Source: an optimization exercise on an open RTL-to-GDS flow (aim: small area, a short achievable clock period and few clock cycles). Production flows keep margins and buffers that such runs may drop. The RTL was checked by simulation tests, not by an equivalence proof against the original design. No activity file was given, so power comes from the tool's default toggle rates.

==> design.v <==
`timescale 1ns/100ps
module regfile_2r1w (
    input         clk,
    input  [31:1] sel1,    
    input  [31:1] sel2,
    output reg [63:0] rd1,
    output reg [63:0] rd2,
    input         we,
    input  [4:0]  wa,
    input  [63:0] wd
);
    wire [64*32-1:0] flat;
    assign flat[63:0] = 64'b0;
    wire [31:0] wsel = we ? (32'b1 << wa) : 32'b0;
    genvar g;
    generate
        for (g = 1; g < 32; g = g + 1) begin : x
            reg [63:0] q;
            always @(posedge clk)
                if (wsel[g]) q <= wd;
            assign flat[g*64 +: 64] = q;
        end
    endgenerate
    integer i;
    always @(*) begin
        rd1 = 64'b0;
        rd2 = 64'b0;
        for (i = 1; i < 32; i = i + 1) begin
            rd1 = rd1 | ({64{sel1[i]}} & flat[i*64 +: 64]);
            rd2 = rd2 | ({64{sel2[i]}} & flat[i*64 +: 64]);
        end
    end
endmodule
module add12_ks (
    input  [11:0] a,
    input  [11:0] b,
    output [11:0] s
);
    wire [11:0] p0 = a ^ b;
    wire [11:0] g0 = a & b;
    wire [11:0] g1, p1, g2, p2, g3, p3, g4;
    genvar i;
    generate
        for (i = 0; i < 12; i = i + 1) begin : pre
            if (i >= 1) begin : l1 assign g1[i] = g0[i] | (p0[i] & g0[i-1]); assign p1[i] = p0[i] & p0[i-1]; end
            else        begin : k1 assign g1[i] = g0[i]; assign p1[i] = p0[i]; end
            if (i >= 2) begin : l2 assign g2[i] = g1[i] | (p1[i] & g1[i-2]); assign p2[i] = p1[i] & p1[i-2]; end
            else        begin : k2 assign g2[i] = g1[i]; assign p2[i] = p1[i]; end
            if (i >= 4) begin : l3 assign g3[i] = g2[i] | (p2[i] & g2[i-4]); assign p3[i] = p2[i] & p2[i-4]; end
            else        begin : k3 assign g3[i] = g2[i]; assign p3[i] = p2[i]; end
            if (i >= 8) begin : l4 assign g4[i] = g3[i] | (p3[i] & g3[i-8]); end
            else        begin : k4 assign g4[i] = g3[i]; end
        end
    endgenerate
    assign s = p0 ^ {g4[10:0], 1'b0};
endmodule
`timescale 1ns/100ps
module pipeline_cpu (
    input         clk,
    input         reset,
    output [11:0] imem_addr,
    input  [31:0] imem_data,
    output [7:0]  dmem_addr,
    output        dmem_we,
    output [7:0]  dmem_wdata,
    input  [7:0]  dmem_rdata,
    output        wb_valid,
    output [4:0]  wb_rd,
    output [63:0] wb_data
);
    localparam OP_LOAD  = 7'b0000011;
    localparam OP_STORE = 7'b0100011;
    localparam OP_R     = 7'b0110011;
    localparam OP_ORI   = 7'b0010011;
    localparam OP_BR    = 7'b1100011;
    reg  [11:0] pc;
    reg         fd_valid;
    reg  [31:0] fd_ir;
    reg  [11:0] fd_pc4;
    reg  [31:1] fd_sel1, fd_sel2;    
    reg         de_valid;
    reg         de_wen;        
    reg         de_load;
    reg         de_store;
    reg         de_br;
    reg  [3:0]  de_op;         
    reg  [4:0]  de_rd;
    reg  [63:0] de_a, de_b;
    reg  [7:0]  de_imm8;
    reg  [3:0]  de_sh0, de_sh1, de_sh2;   
    reg  [11:0] de_pc4;
    reg         em_wen;
    reg         em_load;
    reg         em_store;
    reg  [4:0]  em_rd;
    reg  [63:0] em_result;
    reg  [7:0]  em_addr;
    reg  [7:0]  em_sdata;
    reg         mw_wen;
    reg  [4:0]  mw_rd;
    reg  [63:0] mw_data;
    reg         wbq_valid;
    reg  [4:0]  wbq_rd;
    reg  [63:0] wbq_data;
    wire [31:0] ins      = imem_data;
    wire        f_br     = (ins[6:0] == OP_BR);
    wire [11:0] f_immb   = {ins[7], ins[30:25], ins[11:8], 1'b0};
    wire [11:0] f_target;
    add12_ks u_target (.a(pc), .b(f_immb), .s(f_target));
    wire [31:0] f_sel1 = 32'b1 << ins[19:15];
    wire [31:0] f_sel2 = 32'b1 << ins[24:20];
    wire [11:0] f_pc4    = {pc[11:2] + 10'd1, pc[1:0]};
    wire        d_stall;
    wire        e_miss;
    wire [11:0] pc_seq   = e_miss ? de_pc4 : (d_stall ? pc : f_pc4);
    wire [11:0] pc_next  = (f_br && !e_miss && !d_stall) ? f_target : pc_seq;
    always @(posedge clk or posedge reset) begin
        if (reset) pc <= 12'd0;
        else       pc <= pc_next;
    end
    always @(posedge clk or posedge reset) begin
        if (reset)        fd_valid <= 1'b0;
        else if (e_miss)  fd_valid <= 1'b0;
        else if (!d_stall) fd_valid <= 1'b1;
    end
    always @(posedge clk) begin
        if (!d_stall) begin
            fd_ir   <= ins;
            fd_pc4  <= f_pc4;
            fd_sel1 <= f_sel1[31:1];
            fd_sel2 <= f_sel2[31:1];
        end
    end
    wire [6:0] d_opc   = fd_ir[6:0];
    wire [4:0] d_rd    = fd_ir[11:7];
    wire [2:0] d_f3    = fd_ir[14:12];
    wire [4:0] d_rs1   = fd_ir[19:15];
    wire [4:0] d_rs2   = fd_ir[24:20];
    wire       d_load  = (d_opc == OP_LOAD);
    wire       d_store = (d_opc == OP_STORE);
    wire       d_r     = (d_opc == OP_R);
    wire       d_ori   = (d_opc == OP_ORI);
    wire       d_br    = (d_opc == OP_BR);
    wire       d_use1  = d_load | d_store | d_r | d_ori | d_br;
    wire       d_use2  = d_store | d_r | d_br;
    wire       d_wen   = (d_load | d_r | d_ori) && (d_rd != 5'd0);
    wire [63:0] d_immi = {{52{fd_ir[31]}}, fd_ir[31:20]};
    wire [7:0]  d_imm8 = d_store ? {fd_ir[27:25], fd_ir[11:7]} : fd_ir[27:20];
    wire [3:0] d_op;
    assign d_op[1] = d_r && (d_f3 == 3'b111);                  
    assign d_op[3] = d_r && (d_f3 == 3'b001);                  
    assign d_op[2] = d_ori;                                    
    assign d_op[0] = d_r && !d_op[1] && !d_op[3];              
    wire [63:0] rf1, rf2;
    regfile_2r1w rf (
        .clk(clk),
        .sel1(fd_sel1), .sel2(fd_sel2),
        .rd1(rf1), .rd2(rf2),
        .we(mw_wen), .wa(mw_rd), .wd(mw_data)
    );
    wire e_hit1 = de_valid && de_wen && (de_rd == d_rs1);
    wire e_hit2 = de_valid && de_wen && (de_rd == d_rs2);
    assign d_stall = fd_valid && de_load && ((d_use1 && e_hit1) || (d_use2 && e_hit2));
    wire m_hit1 = em_wen && (em_rd == d_rs1);
    wire m_hit2 = em_wen && (em_rd == d_rs2);
    wire w_hit1 = mw_wen && (mw_rd == d_rs1);
    wire w_hit2 = mw_wen && (mw_rd == d_rs2);
    wire [63:0] m_ld   = {{56{dmem_rdata[7]}}, dmem_rdata};
    wire [63:0] d_a0   = m_hit1 ? em_result : (w_hit1 ? mw_data : rf1);
    wire [63:0] d_b0   = m_hit2 ? em_result : (w_hit2 ? mw_data : rf2);
    wire [63:0] d_a    = (m_hit1 && em_load) ? m_ld : d_a0;
    wire [63:0] d_b1   = (m_hit2 && em_load) ? m_ld : d_b0;
    wire [63:0] d_b    = d_ori ? d_immi : d_b1;
    wire d_go = fd_valid && !d_stall && !e_miss;
    always @(posedge clk or posedge reset) begin
        if (reset) begin
            de_valid <= 1'b0;
            de_wen   <= 1'b0;
            de_load  <= 1'b0;
            de_store <= 1'b0;
            de_br    <= 1'b0;
        end else begin
            de_valid <= d_go;
            de_wen   <= d_go && d_wen;
            de_load  <= d_go && d_load;
            de_store <= d_go && d_store;
            de_br    <= d_go && d_br;
        end
    end
    wire [63:0] e_sum, e_and, e_or, e_sll;
    wire f1 = e_hit1;
    wire f2 = e_hit2 && !d_ori;
    wire [63:0] d_a_next = ({64{f1 & de_op[0]}} & e_sum) |
                           ({64{f1 & de_op[1]}} & e_and) |
                           ({64{f1 & de_op[2]}} & e_or)  |
                           ({64{f1 & de_op[3]}} & e_sll) |
                           ({64{!f1}} & d_a);
    wire [63:0] d_b_next = ({64{f2 & de_op[0]}} & e_sum) |
                           ({64{f2 & de_op[1]}} & e_and) |
                           ({64{f2 & de_op[2]}} & e_or)  |
                           ({64{f2 & de_op[3]}} & e_sll) |
                           ({64{!f2}} & d_b);
    always @(posedge clk) begin
        de_op   <= d_op;
        de_rd   <= d_rd;
        de_a    <= d_a_next;
        de_b    <= d_b_next;
        de_imm8 <= d_imm8;
        de_sh0  <= 4'b1 << d_b_next[1:0];
        de_sh1  <= 4'b1 << d_b_next[3:2];
        de_sh2  <= 4'b1 << d_b_next[5:4];
        de_pc4  <= fd_pc4;
    end
    wire [63:0] ea = de_a;
    wire [63:0] eb = de_b;
    assign e_sum = ea + eb;
    assign e_and = ea & eb;
    assign e_or  = ea | eb;
    wire [63:0] sh_a = ({64{de_sh0[0]}} & ea) | ({64{de_sh0[1]}} & {ea[62:0], 1'b0}) |
                       ({64{de_sh0[2]}} & {ea[61:0], 2'b0}) | ({64{de_sh0[3]}} & {ea[60:0], 3'b0});
    wire [63:0] sh_b = ({64{de_sh1[0]}} & sh_a) | ({64{de_sh1[1]}} & {sh_a[59:0], 4'b0}) |
                       ({64{de_sh1[2]}} & {sh_a[55:0], 8'b0}) | ({64{de_sh1[3]}} & {sh_a[51:0], 12'b0});
    assign e_sll     = ({64{de_sh2[0]}} & sh_b) | ({64{de_sh2[1]}} & {sh_b[47:0], 16'b0}) |
                       ({64{de_sh2[2]}} & {sh_b[31:0], 32'b0}) | ({64{de_sh2[3]}} & {sh_b[15:0], 48'b0});
    wire [63:0] e_res = ({64{de_op[0]}} & e_sum) |
                        ({64{de_op[1]}} & e_and) |
                        ({64{de_op[2]}} & e_or)  |
                        ({64{de_op[3]}} & e_sll);
    wire [7:0]  e_addr = ea[7:0] + de_imm8;
    assign e_miss = de_br && (ea == eb);
    always @(posedge clk or posedge reset) begin
        if (reset) begin
            em_wen   <= 1'b0;
            em_load  <= 1'b0;
            em_store <= 1'b0;
        end else begin
            em_wen   <= de_wen;
            em_load  <= de_load;
            em_store <= de_store;
        end
    end
    always @(posedge clk) begin
        em_rd     <= de_rd;
        em_result <= e_res;
        em_addr   <= e_addr;
        em_sdata  <= eb[7:0];
    end
    assign dmem_addr  = em_addr;
    assign dmem_we    = em_store;
    assign dmem_wdata = em_sdata;
    wire [63:0] m_data = em_load ? m_ld : em_result;
    always @(posedge clk) begin
        mw_wen  <= em_wen;
        mw_rd   <= em_rd;
        mw_data <= m_data;
    end
    always @(posedge clk or posedge reset) begin
        if (reset) begin
            wbq_valid <= 1'b0;
            wbq_rd    <= 5'd0;
            wbq_data  <= 64'd0;
        end else begin
            wbq_valid <= em_wen;
            wbq_rd    <= em_rd;
            wbq_data  <= m_data;
        end
    end
    assign imem_addr = pc;
    assign wb_valid  = wbq_valid;
    assign wb_rd     = wbq_rd;
    assign wb_data   = wbq_data;
endmodule
==> flow/run.sh <==
#!/bin/bash
set -euo pipefail
export SETUP_SLACK_MARGIN=6.0
bash standard.sh > standard_flow.log 2>&1
==> standard.sh <==
#!/bin/bash
# synth_recipe.tcl (not shown) runs the flow's synth.tcl, then flattens the netlist and writes it again
# the make line also repeats each setting of config.mk as NAME=value (left out here)
make -C /OpenROAD-flow-scripts/flow DESIGN_CONFIG=/design/flow/config.mk WORK_HOME=/design/flow/orfs CLKGATE_MAP_FILE= SYNTH_SCRIPT=/design/flow/synth_recipe.tcl "${@:-finish}"
==> config.mk <==
export PLATFORM = sky130hd
export DESIGN_NAME = pipeline_cpu
export DESIGN_NICKNAME = pipeline_cpu
export VERILOG_FILES = /design/flow/design.v
export SDC_FILE = /design/flow/constraint.sdc
export NUM_CORES = 4
export LEC_CHECK = 0
export CAP_MARGIN = 40
export CORE_MARGIN = 2
export CORE_UTILIZATION = 40
export CTS_CLUSTER_DIAMETER = 100
export CTS_CLUSTER_SIZE = 25
export PLACE_DENSITY = 0.6
export SLEW_MARGIN = 40
==> constraint.sdc <==
create_clock -name core_clock -period 9.0 [get_ports {clk}]
set_input_delay 1.8000 -clock core_clock [delete_from_list [all_inputs] [get_ports {clk}]]
set_output_delay 1.8000 -clock core_clock [all_outputs]
set_load 0.01 [all_outputs]
==> notes.md <==
Status: timing/DRC/antenna clean
Req. time, crit path: 9.77 ns
Synth top area cells: edfxtp_1 (57%), dfxtp_1 (5.9%), a221oi_1 (5.5%)
DR WL/cell: 46.5 um
Top-Level Pins: 141
Die width: 527 um
Final WS setup: 5.66 ns
Starting Density: 40.3%
# rows: 191
Top fanout value on the critical path: 5
Max Fclk: 0.299 GHz
Reg2reg end: de_a[59]$_DFF_P_
Most used DFF post-synth: edfxtp_1
Min-Delay Endpoint: de_pc4[6]$_DFF_P_
Core ar.: 271000 um^2
R2r startpoint: de_b[14]$_DFF_P_
Number of cells traversed by the worst hold path: 0
Final hold slack: 0.339 ns
DRT iter0 DRCs: 24692
Register area: 71900 um^2
Synth Register Bits: 2505
CP Capture Type: flip-flop
CTS max path bufs: 3
Area of the multi-input gates: 37500 um^2
Asr flop ratio synth: 3.63%
Area grow syn2layout: 14.6%
Net count, final: 8530
Layout fillers: 23516
Fin util: 46.2%
Slowest CP cell: dfxtp_4
Cell taking the most area after synthesis: edfxtp_1
Number of flops mapped to enable cells by yosys: 2090
Die Y: 527 um
GPL Wtd Cong: 1.02
Die footprint: 278000 um^2
Avg Cell Area, Syn: 13.3 um^2
Max transition margin: 31.4%
Fin. max-slew vios: 0
Clock root cell: clkbuf_16
Worst Skew: 0.0636 ns
Sequential share of the synthesized area: 65.4%
Critical-path cell list: inv_2 -> ha_4 -> a21oi_4 -> o211a_1 -> o31ai_4 -> a2111o_1 -> a31o_4 -> a21boi_4 -> o211ai_1 -> buf_4 -> a311o_1 -> mux2_4
Syn Std Cell Area: 109000 um^2
Worst Path Class, Setup: reg2reg
Distinct cells, synth: 90
GRT overflow: 0
Largest net degree at the start of global routing: 120
Port Buf Inserts: 140
Syn_nets: 8432
Worst skew pair latency: 0.87 ns
Worst min-delay path category: reg2reg
R2r setup slk: 5.66 ns
Hold path start: fd_pc4[6]$_DFFE_PN_
Part of the cycle the worst path needs: 37.1%
Final Hold Vio Count: 0
# DRC: 0
TritonCTS clock tree: yes
Worst Setup Start Kind: flip-flop
Gr usage total: 38.0%
Final HPWL DP: 291 mm
Worst-margin pin slew: 1.03 ns
Share of cells above drive strength 1: 17.3%
First-pass GRT wire length: 732 mm
Post-Syn Instances: 8241
Leak: 40.5 nW
CP arrival: 4.11 ns
Max-cap violation count: 0
Hold buffers post-CTS: 0
Num CTS Buffers: 111
Vias after detailed routing: 94662
H-tree levels: 3
RSZ-0062 raised after global routing: yes
Final-report setup violation count: 0
Synth top area share: 57.4%
Post-Place Setup Slack: 4.50 ns
Vias per cell: 7.90
Post-route minimum period: 3.34 ns
Sink Count: 2505
Routed wire length: 557 mm
Pwr dens: 182 nW/um^2
Worst stage delay on the critical path: 0.41 ns
DRT Pass-1 Iters: 13
Worst vdd ir: 0.185 mV
Setup TNS Final: 0 ns
Worst R2R Path Depth: 12
Ys Warns: 2
Initial antenna violation count: 32
Clock-pin slew on the worst setup and hold paths: 0.11 ns
Vias in the first global route: 85767
Antenna-violating nets left: 0
==> kinds of logic (layout without fill, tap and decap cells) <==
| family | after synthesis | after routing | synth area share (%) |
|---|---|---|---|
| DFF | 2505 | 2505 | 65.4 |
| adders and majority gates | 149 | 149 | 1.73 |
| muxes | 39 | 39 | 0.384 |
| AOI/OAI and AO/OA | 3134 | 3134 | 22.2 |
| xor gates and xnor gates | 93 | 93 | 0.745 |
| other | 0 | 20 | 0 |
| buffers and inverters | 942 | 1088 | 3.34 |
| and+or+nand+nor | 1379 | 1384 | 6.16 |
==> critical path: cells and delay by family, from the launching register on <==
kind | cells | cell delay (ns)
buffers and inverters | 2 | 0.28
multiplexers | 1 | 0.28
adder cells (fa/ha/maj) | 1 | 0.26
AO/OA/AOI/OAI | 8 | 2.00
flip-flops | 1 | 0.41
==> synth_stat cells, drive strengths merged (9+ instances only) <==
master and count:
buf 229, a222oi 136, and2 12, o211ai 47
nor2 269, inv 241, a22oi 735, dfrtp 91
o21bai 11, a221oi 685, o21ai 312, ha 146
nand2 419, nand2b 18, mux2 24, clkbuf 468
o21a 13, nor2b 9, dfxtp 324, nand4 287
a21oi 243, xor2 55, xnor2 38, or3 11
nor4 31, o221ai 27, nor3 104, a21o 34
o22ai 74, a221o 14, edfxtp 2090, nand3b 15
and3 86, a31oi 11, mux2i 15, a22o 669
nand3 100, a211oi 77
==> where the power goes <==
group          internal [W]  switching (W)
Clock               0.00240        0.00377
Combinational       0.00133        0.00236
Sequential           0.0127       0.000238
==> flip-flops by register name, indices dropped and copies added (netlist names), 31 cells and up <==
signal     cells
fd_ir         32
em_result     64
de_b          64
mw_data       64
fd_sel2       31
de_a          64
rf.x.q      1984
fd_sel1       31
wbq_data      64
==> placed cells by master (no fill, tap or decap), types with 52 or more instances in the layout <==
cell type / count
nand3_1: 93
nor3_1: 65
clkbuf_16: 123
and3_1: 81
nor2_1: 225
a222oi_1: 136
ha_1: 74
buf_12: 73
dfxtp_1: 198
nand4_1: 287
a211oi_1: 61
a221oi_1: 666
buf_4: 314
nand2_1: 388
o21ai_0: 222
a21oi_1: 203
dfxtp_2: 76
inv_1: 218
a22o_1: 669
buf_6: 158
edfxtp_1: 2090
dfrtp_1: 52
a22oi_1: 714
==> per-layer routing <==
| layer | GRT usage [%] | wire length (um) | vias up |
|---|---|---|---|
| met4 | 25.5 | 53800 | 30 |
| met3 | 17.8 | 105000 | 3320 |
| li1 | - | - | 34137 |
| met5 | 1.09 | 876 | - |
| met1 | 46.3 | 179000 | 45893 |
| met2 | 53.2 | 219000 | 11282 |
==> worst max-delay path by stage <==
stage	slack, ns	cells past startpoint	startpoint	to
final	5.66	12	de_b[14]$_DFF_P_	de_a[59]$_DFF_P_
after global routing	5.67	12	de_b[14]$_DFF_P_	de_a[59]$_DFF_P_
after CTS	5.66	1	wbq_data[12]$_DFF_PP0_	wb_data[12]
after detailed placement	4.50	14	imem_data[8]	pc[11]$_DFFE_PP0P_
after global placement	4.40	14	imem_data[8]	pc[11]$_DFFE_PP0P_
after floorplan	4.92	3	mw_rd[2]$_DFF_P_	rf.x[16].q[0]$_DFFE_PP_
==> cell type report <==
class,instances,area share (%)
Sequential cell,2505,57.3
Multi-Input combinational cell,4799,29.9
Timing Repair Buffer,678,5.85
Tap cell,3570,3.56
Clock buffer,155,2.38
Inverter,244,0.742
Clock inverter,11,0.153
Antenna cell,20,0.0399
==> repair_timing <==
item	in CTS	in global routing
hold endpoints to repair	0	0
cloned	7	11
pin swaps	112	152
resized for setup	1077	405
endpoints found under the setup margin	762	494
setup buffers	123	93
==> stage by stage <==
step / instance area, um^2 / total power, W / instances
6_report: 125000 / 0.0228 / 11982
5_1_grt: 125000 / 0.0232 / 11963
4_1_cts: 123000 / 0.0222 / 11851
3_5_place_dp: 116000 / 0.0160 / 11555
3_3_place_gp: 116000 / 0.0160 / 11533
2_1_floorplan: 110000 / 0.0147 / 8241
Testbench counts, summed over its fixed seeds: cycles 15,184.

re-timing with driven ports:
In the flow no input, the clock included, has a driving cell. The finished layout below was timed again as built, in two steps. Step 1 sets driving cells, clkbuf_16 on the clock port and buf_2 on the other inputs (assumed; they add their load-dependent delay and slew). Step 2 moves the port delays by t, midway between the first and last clock arrival at a register: inputs arrive t later, outputs are due t later. That takes back most of the time a late clock gives input paths. a / b / c = ideal / step 1 / step 2; a / b = the first two.
t, ns: 0.941
slack for setup (ns): 5.658 / 5.578 / 5.046
slew at the worst register clock pin (ns): 0.11 / 0.11
pins driven straight from the clock port: 1
After both steps this run still meets setup and hold. The setup slack of this run moves by -0.080 ns with the drivers and by -0.612 ns with both steps.
